Background: an optimization exercise with open tools, aiming at small area and a short achievable clock period. Do not read the settings as production practice. In this exercise RTL edits were held to simulation tests only and were not proved equivalent to the original. Power and IR drop assume default switching activity.

==> flow/design.v, too long to show whole: its modules and the start of the top module <==
// module Decoder_Unit: 23 lines
// module Arithmetic_Unit: 39 lines
// module Mul_Unit: 743 lines
// module FA_Cell: 3 lines
// module Div_Unit: 86 lines
// module Div_Step_1: 9 lines
// module Div_Step_2: 12 lines
// module Div_Step_3: 15 lines
// module Div_Step_4: 19 lines
// module Div_Step_5: 21 lines
// module Div_Step_6: 26 lines
// module Div_Step_7: 28 lines
// module Div_Step_8: 35 lines
// module Div_Step_9: 37 lines
// module Div_Step_10: 42 lines
// module Div_Step_11: 44 lines
// module Div_Step_12: 51 lines
// module Div_Step_13: 53 lines
// module Div_Step_14: 60 lines
// module Div_Step_15: 62 lines
// module Div_Step_16_L: 54 lines
// module Logic_Unit: 32 lines
// module CMP_Unit: 31 lines
// module Shift_Unit: 28 lines
// module alu_top: 48 lines
module alu_top (
    input   CLK,rst,
    input   [3 : 0] ALU_FUNC,
    input   [15 : 0] A,
    input   [15 : 0] B,
    output  [31 : 0] Arith_OUT, Logic_OUT, CMP_OUT,Shift_OUT,
    output  Carry_OUT, Arith_Flag, Logic_Flag, CMP_Flag, Shift_Flag
);
  // ...
==> flow/flow/run.sh <==
#!/bin/bash
# The standard layout with two changes:
# * synthesis maps the divider modules (Div_Unit, Div_Step_*) with flow/abc_div.script
#   and every other module with flow/abc_other.script (ORFS's area and speed ABC
#   scripts without their "buffer -c" step, whose buffers placement removes anyway).
#   Everything else in synthesis is the standard synthesis (synth_recipe.tcl).
# * the port buffers are the smallest buffer cell (sky130_fd_sc_hd__buf_1).
set -euo pipefail
HERE=$(pwd)
DIV="$HERE/flow/abc_div.script"
OTHER="$HERE/flow/abc_other.script"
# ORFS's synth.tcl with its one abc call split in two
sed "s|^  log_cmd abc {\*}\$abc_args\$|  log_cmd abc {*}[lreplace \$abc_args 1 1 $DIV] Div_Unit Div_Step_*\n  log_cmd abc {*}[lreplace \$abc_args 1 1 $OTHER]|" \
    "$FLOW_HOME/scripts/synth.tcl" > "$HERE/synth_mixed.tcl"
grep -q "abc_div.script\] Div_Unit" "$HERE/synth_mixed.tcl"
# The standard flow's synthesis script, sourcing that synth.tcl
sed "s|source \$::env(SCRIPTS_DIR)/synth.tcl|source $HERE/synth_mixed.tcl|" synth_recipe.tcl > "$HERE/mixed_synth.tcl"
grep -q "source $HERE/synth_mixed.tcl" "$HERE/mixed_synth.tcl"
# The standard layout command, with that synthesis script
sed "s|SYNTH_SCRIPT=[^ ]*|SYNTH_SCRIPT=$HERE/mixed_synth.tcl|" standard.sh > "$HERE/mixed_standard.sh"
grep -q "SYNTH_SCRIPT=$HERE/mixed_synth.tcl" "$HERE/mixed_standard.sh"
export BUFFER_PORTS_ARGS="-buffer_cell sky130_fd_sc_hd__buf_1"
bash "$HERE/mixed_standard.sh" > standard.log 2>&1
==> flow/flow/abc_div.script <==
strash
dch
map -B 0.9
topo
stime -c
upsize -c
dnsize -c
==> flow/flow/abc_other.script <==
&get -n
&st
&dch
&nf
&st
&syn2
&if -g -K 6
&synch2
&nf
&st
&syn2
&if -g -K 6
&synch2
&nf
&st
&syn2
&if -g -K 6
&synch2
&nf
&st
&syn2
&if -g -K 6
&synch2
&nf
&st
&syn2
&if -g -K 6
&synch2
&nf
&put
topo
stime -c
upsize -c
dnsize -c
==> flow/standard.sh <==
#!/bin/bash
# synth_recipe.tcl (not shown) runs the flow's synth.tcl, then flattens the netlist and writes it again
# the make line also repeats each setting of config.mk as NAME=value (left out here)
make -C /OpenROAD-flow-scripts/flow DESIGN_CONFIG=/design/flow/config.mk WORK_HOME=/design/flow/orfs CLKGATE_MAP_FILE= SYNTH_SCRIPT=/design/flow/synth_recipe.tcl "${@:-finish}"
==> flow/config.mk <==
export PLATFORM = sky130hd
export DESIGN_NAME = alu_top
export DESIGN_NICKNAME = alu_top
export VERILOG_FILES = /design/flow/design.v
export SDC_FILE = /design/flow/constraint.sdc
export NUM_CORES = 4
export LEC_CHECK = 0
export ABC_AREA = 0
export CAP_MARGIN = 20
export CORE_MARGIN = 2
export CORE_UTILIZATION = 40
export CTS_BUF_LIST = sky130_fd_sc_hd__clkbuf_4 sky130_fd_sc_hd__clkbuf_8
export SLEW_MARGIN = 20
export SYNTH_HIERARCHICAL = 1
export SYNTH_MINIMUM_KEEP_SIZE = 0
==> flow/constraint.sdc <==
create_clock -name core_clock -period 130.0 [get_ports {CLK}]
set_input_delay 26.0000 -clock core_clock [delete_from_list [all_inputs] [get_ports {CLK}]]
set_output_delay 26.0000 -clock core_clock [all_outputs]
set_load 0.01 [all_outputs]
==> results.yml, run 1 <==
outcome:
  outcome: "timing/DRC/antenna clean"
min_path:
  hp-class: "flop to flop"
  whs_path_depth: 2
  hp-start: "U4.Val[13]"
  hold_end: "U4.Val[13]"
die:
  dieWidth_um: 214
  dieArea_um2: 45900
  start_util: 0.403
  tap_cells: 592
  num_rows: 77
final_layout:
  nNetsFinal: 2864
  nNonClkInverters: 266
  n_antenna_cell: 0
  final_common_cell: "nand2_1"
  regMostFlops: "U1.Arith_OUT"
  multiInputGateArea_um2: 14600
  layout-drive-gt1-share: 0.114
route:
  drc: 0
  wl_met1_um: 23100
  drtPass1Iterations: 8
timing:
  setup_tns_ns: 0
  setup_viol: 0
  fin_crit_sh: 0.324
  rsz0062_at_grt: "false"
global_route:
  grtUsageMet1: 0.312
  grtUsageMet2: 0.401
  grt_max_degree: 69
clocking:
  cts_tree: "done"
  clock-sinks: 73
  cts-root-buf: "clkbuf_8"
  clkTransAtPathRegs_ns: 0.11
placement:
  port_buffers: 125
  placed_cells: 3151
  place_area_um2: 19000
power_and_ir_drop:
  maxPowerGroup: "combinational cells"
critical_path:
  start_kind: "input pin"
  crit_start: "B[8]"
==> run 2: changes to the inputs <==
--- a/flow/flow/run.sh
+++ b/flow/flow/run.sh
@@ -5,6 +5,8 @@
 #   scripts without their "buffer -c" step, whose buffers placement removes anyway).
 #   Everything else in synthesis is the standard synthesis (synth_recipe.tcl).
 # * the port buffers are the smallest buffer cell (sky130_fd_sc_hd__buf_1).
+# * tie cells are not split per load (SKIP_REPAIR_TIE_FANOUT), so the constant
+#   outputs share their tie cells.
 set -euo pipefail
 HERE=$(pwd)
 DIV="$HERE/flow/abc_div.script"
@@ -20,4 +22,5 @@
 sed "s|SYNTH_SCRIPT=[^ ]*|SYNTH_SCRIPT=$HERE/mixed_synth.tcl|" standard.sh > "$HERE/mixed_standard.sh"
 grep -q "SYNTH_SCRIPT=$HERE/mixed_synth.tcl" "$HERE/mixed_standard.sh"
 export BUFFER_PORTS_ARGS="-buffer_cell sky130_fd_sc_hd__buf_1"
+export SKIP_REPAIR_TIE_FANOUT=1
 bash "$HERE/mixed_standard.sh" > standard.log 2>&1
==> run 2 against run 1 <==
Effect of this change:
- still clean on timing, DRC and antenna
- largest cell class unchanged
- power shrank 0.10%
- critical endpoint unchanged
- fmax shrank 0.37%
- worst hold slack lost 0.0081 ns
==> results.yml, run 2 <==
placement:
  port_buffers: 125
  dp_hpwl_um: 38600
  place_area_um2: 18800
  gp_congestion: 0.898
route:
  vias: 16300
  drc: 0
  drt_wl_total_um: 53100
  ant_nets: 0
  drtPass1Iterations: 5
  drtIter0Drc: 1200
  wl_per_cell_um: 17.1
  routed_via_density: 5.25
global_route:
  grt_pass1_vias: 16900
  grt_first_pass_wirelength_um: 87000
  overflow: 0
  grt_max_degree: 74
  track_usage: 0.235
  antenna_found_initial: 0
timing:
  setup_tns_ns: 0
  hold_violations: 0
  setup_viol: 0
  finClkSkew_ns: 0
  rsz0062_at_grt: "false"
  relSlewSlack: 0.436
  fin_crit_sh: 0.325
  maxSlewViolCount: 0
  layout_min_cycle_time_ns: 42.29
  max_freq_mhz: 23.6
  max_slew.worst_pin.slew_ns: 0.846
flow_run:
  maxCapViolations: 0
die:
  start_util: 0.403
  num_rows: 77
  core_area_um2: 43900
  die_h_um: 214
  ios: 171
  dieWidth_um: 214
  dieArea_um2: 45900
clocking:
  ctsHoldBuffers: 0
  clkTransAtPathRegs_ns: 0.10
  htreeDepth: 3
  clock-sinks: 73
  clk_latency_ns: 0.38
  cts-root-buf: "clkbuf_8"
  postCtsResizedCells: 0
  post_cts_buffers: 0
  clk_path_buf_depth: 2
  numCtsBuffers: 9
  cts_tree: "done"
power_and_ir_drop:
  p_sw_uw: 136
  power_uw: 261
  cellPowerDensity_nw_per_um2: 13.8
  seq_power_share: 0.123
  pwr-share-comb: 0.800
  leakage_nw: 8.06
  p_int_uw: 125
  clkPwrFrac: 0.077
  vdd_ir_drop_max_v: 0.0000146
  power.share.switching: 0.520
final_layout:
  n_antenna_cell: 0
  nNetsFinal: 2807
  area_growth_pct: 7.17
  regMostFlops: "U1.Arith_OUT"
  final_cell_mix: "nand2_1 (851), fa_1 (256), nor2_1 (228), clkinv_1 (200), buf_1 (122)"
  final_common_cell: "nand2_1"
  layout-drive-gt1-share: 0.116
  largest_register_ffs: 32
  fin_area_um2: 19000
  top_regs: "U1.Arith_OUT: 32 flops, U4.Val: 17 flops, U2.Low: 16 flops"
synthesis:
  yosysWarningCount: 11
  synthCells: 2400
  syn-mean-instance-area_um2: 7.37
  syn_area_um2: 17700
critical_path:
  crit_path_max_fanout: 27
  critPathRequiredTime_ns: 130.30
  slowest_delay_ns: 0.48
  critical_path_class: "input pin to flop"
  cpMaxStageDelayCell: "o31ai_1"
  crit_top_cell: "nand2_1"
  start_kind: "input pin"
  crit_arrival_ns: 42.59
  endpoint_kind: "flop"
min_path:
  hp-class: "flop to flop"
outcome:
  outcome: "timing/DRC/antenna clean"
run 2: worst max-delay path: cells and delay by family:
| kind | cells | cell delay, ns |
|---|---|---|
| compound gates | 23 | 5.77 |
| buf+inv | 11 | 1.35 |
| mux | 1 | 0.09 |
| simple gates | 91 | 9.29 |
run 2: stage by stage:
| step | instances | hold WS, ns | worst slack (ns) | utilization |
|---|---|---|---|---|
| final | 3110 | 0.497 | 87.71 | 0.432 |
| after global routing | 3110 | 0.518 | 85.73 | 0.432 |
| after CTS | 3110 | 0.502 | 87.87 | 0.432 |
| after floorplan | 2400 | 0.529 | 90.86 | - |
| after detailed placement | 3094 | 0.480 | 87.52 | 0.427 |
| after global placement | 3094 | 0.474 | 87.80 | 0.427 |
run 2: path summary, 6_finish.rpt:
check	startpoint	to	slack [ns]	cells after the start
worst min-delay path	U1.Carry_OUT	U1.Carry_OUT	0.50	1
worst max register to register	U2.High	U2.High	129.05	1
worst max-delay path	B[8]	U1.Arith_OUT[0]	87.71	126
worst min register to register	U1.Carry_OUT	U1.Carry_OUT	0.50	1
max in group asynchronous	rst	U2.Low[15]	103.71	2
min in group asynchronous	rst	U1.Arith_OUT[17]	25.77	2
run 2: cell type report:
class                      instances  area, um^2
fill                            4511       25000
tap                              592         741
multi-input combinational       2000       14400
sequential                        73        1830
inverter                         266        1050
timing repair buffer             163         764
clock inverter                     7        86.3
clock buffer                       9         124
run 2: metal layers:
layer	part of all wire	wire, um	vias up	GRT usage
li1	-	-	7670	-
met1	0.42	22400	8004	0.307
met2	0.49	26200	570	0.411
met3	0.062	3290	90	0.0288
met4	0.023	1210	0	0.0650
met5	0	0	-	0
run 2: power by group through the flow:
stage / clock [mW] / combinational (mW) / sequential, mW
CTS: 0.0208 / 0.212 / 0.0321
finish: 0.0202 / 0.209 / 0.0321
detailed placement: 0 / 0.209 / 0.0326
floorplan: 0 / 0.147 / 0.0341
global route: 0.0215 / 0.237 / 0.0328
global placement: 0 / 0.207 / 0.0325
==> run 3: changes to the inputs <==
--- a/flow/config.mk
+++ b/flow/config.mk
@@ -8,8 +8,9 @@
 export ABC_AREA = 0
 export CAP_MARGIN = 20
 export CORE_MARGIN = 2
-export CORE_UTILIZATION = 40
+export CORE_UTILIZATION = 55
 export CTS_BUF_LIST = sky130_fd_sc_hd__clkbuf_4 sky130_fd_sc_hd__clkbuf_8
+export GPL_ROUTABILITY_DRIVEN = 0
 export SLEW_MARGIN = 20
 export SYNTH_HIERARCHICAL = 1
 export SYNTH_MINIMUM_KEEP_SIZE = 0
==> run 3 against run 2 <==
Effect of this change:
- critical path depth increased by 2
- critical path type unchanged
- clock power down 3%
- wire length up 0.60%
- final cell count down 6.1%
- worst setup slack worse by 0.044 ns
- first-iteration DRC count fell by 7.8%
==> results.yml, run 3 <==
final_layout:
  nNetsFinal: 2808
  multiInputGateArea_um2: 14400
  layout-drive-gt1-share: 0.117
  regMostFlops: "U1.Arith_OUT"
  final_cell_mix: "nand2_1 (851), fa_1 (256), nor2_1 (228), clkinv_1 (200), buf_1 (122)"
  area_growth_pct: 5.91
  fin_cells: 2921
  regArea_um2: 1830
  largest_register_ffs: 32
  final_common_cell: "nand2_1"
  nFillCells: 3035
  top_regs: "U1.Arith_OUT: 32 flops, U4.Val: 17 flops, U2.Low: 16 flops"
  n_antenna_cell: 0
power_and_ir_drop:
  leakage_nw: 8.06
  cellPowerDensity_nw_per_um2: 13.8
  vdd_ir_drop_max_v: 0.0000172
clocking:
  htreeDepth: 3
  cts_tree: "done"
  numCtsBuffers: 9
  clock-sinks: 73
  clk_latency_ns: 0.38
  cts-root-buf: "clkbuf_8"
  ctsHoldBuffers: 0
  clkTransAtPathRegs_ns: 0.09
  postCtsResizedCells: 0
  clk_path_buf_depth: 2
  post_cts_buffers: 0
die:
  num_rows: 65
  core_area_um2: 31600
  dieWidth_um: 183
  dieArea_um2: 33600
  die_h_um: 183
  ios: 171
  start_util: 0.559
min_path:
  hold_end: "U1.Carry_OUT"
  whs_path_depth: 1
  hp-class: "flop to flop"
  hp-start: "U1.Carry_OUT"
critical_path:
  r2r_end: "U2.High"
  slowest_delay_ns: 0.56
  ff2ff_path_depth: 1
  regToRegStartpoint: "U2.High"
  critical_path_class: "input pin to flop"
  crit_path_max_fanout: 27
  endpoint_kind: "flop"
  start_kind: "input pin"
  r2r_setup_slack_ns: 129.04
  cpMaxStageDelayCell: "o21ai_0"
  critPathRequiredTime_ns: 130.31
  crit_arrival_ns: 42.64
  crit_top_cell: "nand2_1"
timing:
  setup_viol: 0
  postLayoutSetupSlackWorst_ns: 87.67
  maxSlewViolCount: 0
  relSlewSlack: 0.455
  setup_tns_ns: 0
  max_slew.worst_pin.slew_ns: 0.818
  finClkSkew_ns: 0
  max_freq_mhz: 23.6
  rsz0062_at_grt: "false"
  layout_min_cycle_time_ns: 42.33
  fin_crit_sh: 0.326
  hold_violations: 0
route:
  drt_wl_total_um: 53400
  ant_nets: 0
  drtIter0Drc: 1107
  drc: 0
  drtPass1Iterations: 5
  vias: 16400
  routed_via_density: 5.60
  wl_per_cell_um: 18.3
global_route:
  grt_first_pass_wirelength_um: 86600
  grt_pass1_vias: 16500
  overflow: 0
  track_usage: 0.332
  grt_max_degree: 74
  antenna_found_initial: 0
placement:
  port_buffers: 125
  placed_cells: 2904
  dp_hpwl_um: 39000
  post-place-ws_ns: 87.49
synthesis:
  yosysWarningCount: 11
  synthCells: 2400
  syn-mean-instance-area_um2: 7.37
  syn_area_um2: 17700
outcome:
  outcome: "timing/DRC/antenna clean"
flow_run:
  maxCapViolations: 0
-- run 3: changes by cell type in the layout (fill, tap and decap cells not counted), sizes merged --
cell,before,now
buf,160,161
clkbuf,12,13
clkinv,207,209
inv,64,61
-- run 3: power by group --
part	internal, mW	leakage [nW]	switching [mW]
clock	0.00915	0.0999	0.0103
combinational	0.0855	7.06	0.122
sequential	0.0282	0.904	0.00344
-- run 3: worst max-delay path: cells and delay by family --
family          cells  cell delay, ns
mux                 1            0.08
buf+inv             9            1.31
simple gates       93            9.29
compound gates     25            5.82
-- run 3: worst max path at each step --
stage           from               to  slack (ns)  cells past startpoint
4_1_cts         B[8]  U1.Arith_OUT[0]       87.84                    128
3_3_place_gp    B[9]  U1.Arith_OUT[0]       87.94                    133
2_1_floorplan   B[9]  U1.Arith_OUT[0]       90.86                    130
6_report        B[8]  U1.Arith_OUT[0]       87.67                    128
3_5_place_dp    B[8]  U1.Arith_OUT[0]       87.49                    128
5_1_grt        B[13]  U1.Arith_OUT[0]       85.78                    130
-- run 3: metrics by stage --
step | area [um^2] | total power [mW] | util | hold WS (ns)
after floorplan | 17700 | 0.181 | - | 0.529
after global placement | 18500 | 0.238 | 0.585 | 0.471
after detailed placement | 18500 | 0.240 | 0.585 | 0.484
after CTS | 18700 | 0.260 | 0.592 | 0.508
after global routing | 18700 | 0.289 | 0.593 | 0.522
final | 18700 | 0.258 | 0.593 | 0.503
-- run 3: final cells by class --
class / instances / area share
Sequential cell: 73 / 0.0975
Multi-Input combinational cell: 2000 / 0.767
Tap cell: 402 / 0.0268
Inverter: 266 / 0.0558
Clock inverter: 6 / 0.00367
Timing Repair Buffer: 164 / 0.0421
Clock buffer: 10 / 0.00701
-- run 3: per-layer routing --
layer  global-route usage  share of wire  routed length [um]  vias up
li1                     -              -                   -     7676
met1                0.460           0.43               23000     7932
met2                0.541           0.46               24800      644
met3               0.0488          0.078                4150      102
met4                0.101          0.028                1490        0
met5                    0              0                   0        -
==> run 4: changes to the inputs <==
--- a/flow/flow/run.sh
+++ b/flow/flow/run.sh
@@ -1,8 +1,9 @@
 #!/bin/bash
-# The standard layout with two changes:
+# The standard layout with three changes:
 # * synthesis maps the divider modules (Div_Unit, Div_Step_*) with flow/abc_div.script
 #   and every other module with flow/abc_other.script (ORFS's area and speed ABC
-#   scripts without their "buffer -c" step, whose buffers placement removes anyway).
+#   scripts without their "buffer -c" step, whose buffers placement removes anyway;
+#   the other modules are not resized either).
 #   Everything else in synthesis is the standard synthesis (synth_recipe.tcl).
 # * the port buffers are the smallest buffer cell (sky130_fd_sc_hd__buf_1).
 # * tie cells are not split per load (SKIP_REPAIR_TIE_FANOUT), so the constant
--- a/flow/flow/abc_other.script
+++ b/flow/flow/abc_other.script
@@ -28,7 +28,3 @@
 &synch2
 &nf
 &put
-topo
-stime -c
-upsize -c
-dnsize -c
--- a/flow/config.mk
+++ b/flow/config.mk
@@ -8,9 +8,8 @@
 export ABC_AREA = 0
 export CAP_MARGIN = 20
 export CORE_MARGIN = 2
-export CORE_UTILIZATION = 55
+export CORE_UTILIZATION = 40
 export CTS_BUF_LIST = sky130_fd_sc_hd__clkbuf_4 sky130_fd_sc_hd__clkbuf_8
-export GPL_ROUTABILITY_DRIVEN = 0
 export SLEW_MARGIN = 20
 export SYNTH_HIERARCHICAL = 1
 export SYNTH_MINIMUM_KEEP_SIZE = 0
==> run 4 against run 3 <==
Effect of this change:
- cell area rose by 0.89%
- sequential cell count unchanged
- sequential power rose by 1%
- synthesized cell count is the same
- area after synthesis fell by 0.35%
- worst hold slack got worse by 0.00075 ns
- register-to-register slack barely moved
- highest routed layer unchanged
- global-route usage shrank 9.8 points
- clock-buffer cell count down 1
- die area increased by 36%
- core utilization fell by 16 points
==> results.yml, run 4 <==
critical_path:
  cpMaxStageDelayCell: "o21ai_0"
  r2r_setup_slack_ns: 129.03
  r2r_end: "U2.High"
  slowest_delay_ns: 0.51
  crit_top_cell: "nand2_1"
  crit_path_max_fanout: 27
  critPathRequiredTime_ns: 130.31
  start_kind: "input pin"
  regToRegStartpoint: "U2.High"
  crit_arrival_ns: 42.51
  endpoint_kind: "flop"
  ff2ff_path_depth: 1
  critical_path_class: "input pin to flop"
placement:
  place_area_um2: 18700
  gp_congestion: 0.869
  port_buffers: 125
  dp_hpwl_um: 38600
  post-place-ws_ns: 87.47
clocking:
  cts-root-buf: "clkbuf_8"
  numCtsBuffers: 9
  ctsHoldBuffers: 0
  postCtsResizedCells: 0
  clk_path_buf_depth: 2
  clock-sinks: 73
  cts_tree: "done"
  htreeDepth: 3
  clk_latency_ns: 0.39
  clkTransAtPathRegs_ns: 0.11
  post_cts_buffers: 0
global_route:
  gr-max-usage-layer: "met2"
  grt_use_met3: 0.0311
  antenna_found_initial: 0
  overflow: 0
  grtUsageMet1: 0.308
  grt_pass1_vias: 16700
  grtUsageMet2: 0.406
  track_usage: 0.234
  grt_max_degree: 60
  grt_first_pass_wirelength_um: 86300
power_and_ir_drop:
  cellPowerDensity_nw_per_um2: 13.6
  vdd_ir_drop_max_v: 0.0000189
  leakage_nw: 8.04
route:
  drc: 0
  drtIter0Drc: 1020
  vias: 16200
  drt_wl_total_um: 52800
  ant_nets: 0
  wl_per_cell_um: 17.0
  routed_via_density: 5.23
  drtPass1Iterations: 5
synthesis:
  syn-mean-instance-area_um2: 7.35
  synthCells: 2400
  syn_area_um2: 17600
  yosysWarningCount: 11
final_layout:
  n_antenna_cell: 0
  top_regs: "U1.Arith_OUT: 32 flops, U4.Val: 17 flops, U2.Low: 16 flops"
  area_growth_pct: 7.23
  largest_register_ffs: 32
  regMostFlops: "U1.Arith_OUT"
  final_cell_mix: "nand2_1 (852), fa_1 (256), nor2_1 (228), clkinv_1 (200), buf_1 (122)"
  layout-drive-gt1-share: 0.114
  final_common_cell: "nand2_1"
  nNetsFinal: 2808
  fin_area_um2: 18900
die:
  dieArea_um2: 45800
  num_rows: 76
  dieWidth_um: 214
  die_h_um: 214
  core_area_um2: 43300
  start_util: 0.408
  ios: 171
timing:
  hold_ws_ns: 0.503
  finClkSkew_ns: 0
  maxSlewViolCount: 0
  setup_viol: 0
  setup_tns_ns: 0
  layout_min_cycle_time_ns: 42.20
  rsz0062_at_grt: "false"
  fin_crit_sh: 0.325
  hold_violations: 0
  postLayoutSetupSlackWorst_ns: 87.80
  relSlewSlack: 0.377
  max_slew.worst_pin.slew_ns: 0.934
  max_freq_mhz: 23.7
min_path:
  hold_end: "U1.Carry_OUT"
  whs_path_depth: 1
  hp-class: "flop to flop"
  hp-start: "U1.Carry_OUT"
flow_run:
  maxCapViolations: 0
outcome:
  outcome: "timing/DRC/antenna clean"
==> run 4: changes by cell type in the layout (fill, tap and decap cells not counted), moves of 2 or more <==
cell / before / now
nor4_2: 4 / 1
clkinv_4: 4 / 2
inv_6: 3 / 6
and2_1: 2 / 0
nor4_1: 0 / 4
and2_0: 0 / 2
==> run 4: critical path: cells and delay by family <==
kind / cells / cell delay (ns)
and+or+nand+nor: 85 / 9.17
buffers and inverters: 9 / 1.20
AOI/OAI and AO/OA: 24 / 5.96
muxes: 1 / 0.09
==> run 4: how the worst max path moves through the flow <==
stage | from | end | slack, ns | depth (start not counted)
5_1_grt | B[8] | U1.Arith_OUT[0] | 85.89 | 132
3_3_place_gp | B[10] | U1.Arith_OUT[0] | 87.83 | 123
4_1_cts | B[10] | U1.Arith_OUT[0] | 87.83 | 125
2_1_floorplan | B[9] | U1.Arith_OUT[0] | 90.86 | 130
6_report | B[8] | U1.Arith_OUT[0] | 87.80 | 119
3_5_place_dp | B[9] | U1.Arith_OUT[0] | 87.47 | 125
==> run 4: per-layer routing <==
layer | wire (um) | share of wire
met3 | 3550 | 0.067
met5 | 0 | 0
met4 | 1080 | 0.021
met2 | 25900 | 0.49
met1 | 22300 | 0.42
==> run 4: power by group <==
part	total, mW	leakage (nW)	switching (mW)	internal, mW
Combinational	0.206	7.04	0.119	0.0865
Clock	0.0201	0.103	0.0109	0.00924
Sequential	0.0321	0.904	0.00382	0.0282
Total	0.258	8.04	0.134	0.124
==> run 4: cell type report <==
cell class	count	area, um^2
Timing Repair Buffer	164	768
Inverter	266	1050
Tap cell	585	732
Multi-Input combinational cell	2000	14300
Clock buffer	9	124
Fill cell	4413	24400
Clock inverter	7	83.8
Sequential cell	73	1830
==> run 4: through the flow <==
stage | utilization | power, mW | std cells
finish | 0.437 | 0.258 | 3104
CTS | 0.437 | 0.262 | 3104
detailed placement | 0.432 | 0.239 | 3088
global route | 0.437 | 0.290 | 3104
floorplan | - | 0.181 | 2400
global placement | 0.432 | 0.237 | 3088
==> run 5: changes to the inputs <==
--- a/flow/config.mk
+++ b/flow/config.mk
@@ -9,7 +9,9 @@
 export CAP_MARGIN = 20
 export CORE_MARGIN = 2
 export CORE_UTILIZATION = 40
-export CTS_BUF_LIST = sky130_fd_sc_hd__clkbuf_4 sky130_fd_sc_hd__clkbuf_8
+export CTS_BUF_LIST = sky130_fd_sc_hd__clkbuf_8
+export CTS_CLUSTER_DIAMETER = 150
+export CTS_CLUSTER_SIZE = 30
 export SLEW_MARGIN = 20
 export SYNTH_HIERARCHICAL = 1
 export SYNTH_MINIMUM_KEEP_SIZE = 0
==> run 5 against run 4 <==
Effect of this change:
- critical endpoint unchanged
- register-to-register slack is essentially flat
- final cell count stayed put
- critical path depth did not move
- sequential cell count unchanged
- still clean on timing, DRC and antenna
- clock power about the same
==> results.yml, run 5 <==
global_route:
  grt_first_pass_wirelength_um: 86300
  antenna_found_initial: 0
  overflow: 0
  grt_pass1_vias: 16700
  track_usage: 0.234
  grt_max_degree: 60
timing:
  relSlewSlack: 0.377
  layout_min_cycle_time_ns: 42.20
  postLayoutSetupSlackWorst_ns: 87.80
  max_freq_mhz: 23.7
  fin_crit_sh: 0.325
  maxSlewViolCount: 0
  hold_violations: 0
  setup_tns_ns: 0
  setup_viol: 0
  rsz0062_at_grt: "false"
  max_slew.worst_pin.slew_ns: 0.934
  finClkSkew_ns: 0
clocking:
  htreeDepth: 3
  cts-root-buf: "clkbuf_8"
  cts_tree: "done"
  postCtsResizedCells: 0
  numCtsBuffers: 9
  clock-sinks: 73
  clk_path_buf_depth: 2
  clkTransAtPathRegs_ns: 0.11
  post_cts_buffers: 0
  clk_latency_ns: 0.39
  ctsHoldBuffers: 0
final_layout:
  fin_util: 0.437
  nNetsFinal: 2808
  layout-drive-gt1-share: 0.114
  n_antenna_cell: 0
  regMostFlops: "U1.Arith_OUT"
  fin_area_um2: 18900
  top_regs: "U1.Arith_OUT: 32 flops, U4.Val: 17 flops, U2.Low: 16 flops"
  final_cell_mix: "nand2_1 (852), fa_1 (256), nor2_1 (228), clkinv_1 (200), buf_1 (122)"
  largest_register_ffs: 32
  area_growth_pct: 7.23
  final_common_cell: "nand2_1"
critical_path:
  start_kind: "input pin"
  endpoint_kind: "flop"
  regToRegStartpoint: "U2.High"
  crit_arrival_ns: 42.51
  crit_top_cell: "nand2_1"
  critical_path_class: "input pin to flop"
  crit_start: "B[8]"
  crit_path_max_fanout: 27
  slowest_delay_ns: 0.51
  critPathRequiredTime_ns: 130.31
  r2r_setup_slack_ns: 129.03
  cpMaxStageDelayCell: "o21ai_0"
placement:
  port_buffers: 125
  post-place-ws_ns: 87.47
  place_area_um2: 18700
  gp_congestion: 0.869
  dp_hpwl_um: 38600
power_and_ir_drop:
  power.share.switching: 0.519
  cellPowerDensity_nw_per_um2: 13.6
  p_sw_uw: 134
  vdd_ir_drop_max_v: 0.0000189
  clkPwrFrac: 0.078
  leakage_nw: 8.04
  seq_power_share: 0.124
  pwr-share-comb: 0.798
  p_int_uw: 124
die:
  dieWidth_um: 214
  ios: 171
  start_util: 0.408
  die_h_um: 214
  core_area_um2: 43300
  dieArea_um2: 45800
  num_rows: 76
route:
  vias: 16200
  drtIter0Drc: 1020
  wl_per_cell_um: 17.0
  routed_via_density: 5.23
  drc: 0
  ant_nets: 0
  drtPass1Iterations: 5
  drt_wl_total_um: 52800
synthesis:
  yosysWarningCount: 11
  syn-mean-instance-area_um2: 7.35
  syn_area_um2: 17600
  synthCells: 2400
outcome:
  outcome: "timing/DRC/antenna clean"
min_path:
  hp-class: "flop to flop"
  hp-start: "U1.Carry_OUT"
flow_run:
  maxCapViolations: 0
## run 5: area by class of cell
class,count,area [um^2]
clock inverter,7,83.8
timing repair buffer,164,768
tap,585,732
sequential,73,1830
clock buffer,9,124
multi-input combinational,2000,14300
inverter,266,1050
fill,4413,24400
## run 5: final timing paths
check                                  end  depth (start not counted)
max in group asynchronous        U2.Low[6]                          2
max                        U1.Arith_OUT[0]                        119
max reg2reg                        U2.High                          1
min reg2reg                   U1.Carry_OUT                          1
min in group asynchronous  U1.Arith_OUT[0]                          1
min                           U1.Carry_OUT                          1
## run 5: stage by stage
step	std cells	power, mW	hold slack, ns
final	3104	0.258	0.503
after CTS	3104	0.262	0.505
after global placement	3088	0.237	0.473
after global routing	3104	0.290	0.539
after detailed placement	3088	0.239	0.482
after floorplan	2400	0.181	0.529
## run 5: metal layers
| layer | global-route usage | part of all wire |
|---|---|---|
| met3 | 0.0311 | 0.067 |
| met1 | 0.308 | 0.42 |
| met5 | 0 | 0 |
| met4 | 0.0590 | 0.021 |
| met2 | 0.406 | 0.49 |
## run 5: worst max-delay path: cells and delay by family
family / cells / cell delay, ns
buf+inv: 9 / 1.20
compound gates: 24 / 5.96
mux: 1 / 0.09
simple gates: 85 / 9.17
## run 5: power groups by stage
stage / clock [mW] / combinational (mW) / sequential (mW)
floorplan: 0 / 0.147 / 0.0341
global placement: 0 / 0.204 / 0.0324
detailed placement: 0 / 0.206 / 0.0326
CTS: 0.0205 / 0.209 / 0.0322
global route: 0.0213 / 0.236 / 0.0326
finish: 0.0201 / 0.206 / 0.0321

[re-timing with driven ports]
Ports are ideal in the flow. The routed layouts listed here were re-timed in OpenROAD.
Step 1 (the two cells are an assumption about what drives the block):
set clk [get_ports {CLK}]
set_driving_cell -lib_cell sky130_fd_sc_hd__clkbuf_16 $clk
set_driving_cell -lib_cell sky130_fd_sc_hd__buf_2 [delete_from_list [all_inputs] $clk]
Step 2 adds t to the input delays and takes it off the output delays; t is the mean of the earliest and latest rising clock arrival at the registers after step 1. Input paths then give back, and output paths get back, about the clock's delay inside the block.
Slacks: no drivers / after step 1 / after step 2; pairs: no drivers / after step 1.
run	shift t [ns]	slack for setup (ns)	hold WS [ns]	worst setup path after step 2	worst data-port slew with drivers (ns)
run 1	0.422	87.865 / 87.882 / 87.460	0.505 / 0.505 / 0.505	input to register	0.04
run 2	0.418	87.711 / 87.729 / 87.311	0.497 / 0.497 / 0.497	input to register	0.04
run 3	0.423	87.666 / 87.682 / 87.259	0.503 / 0.503 / 0.503	input to register	0.03
run 4	0.426	87.796 / 87.811 / 87.385	0.503 / 0.503 / 0.503	input to register	0.03
run 5	0.426	87.796 / 87.811 / 87.385	0.503 / 0.503 / 0.503	input to register	0.03
After both steps every run listed still meets setup and hold.
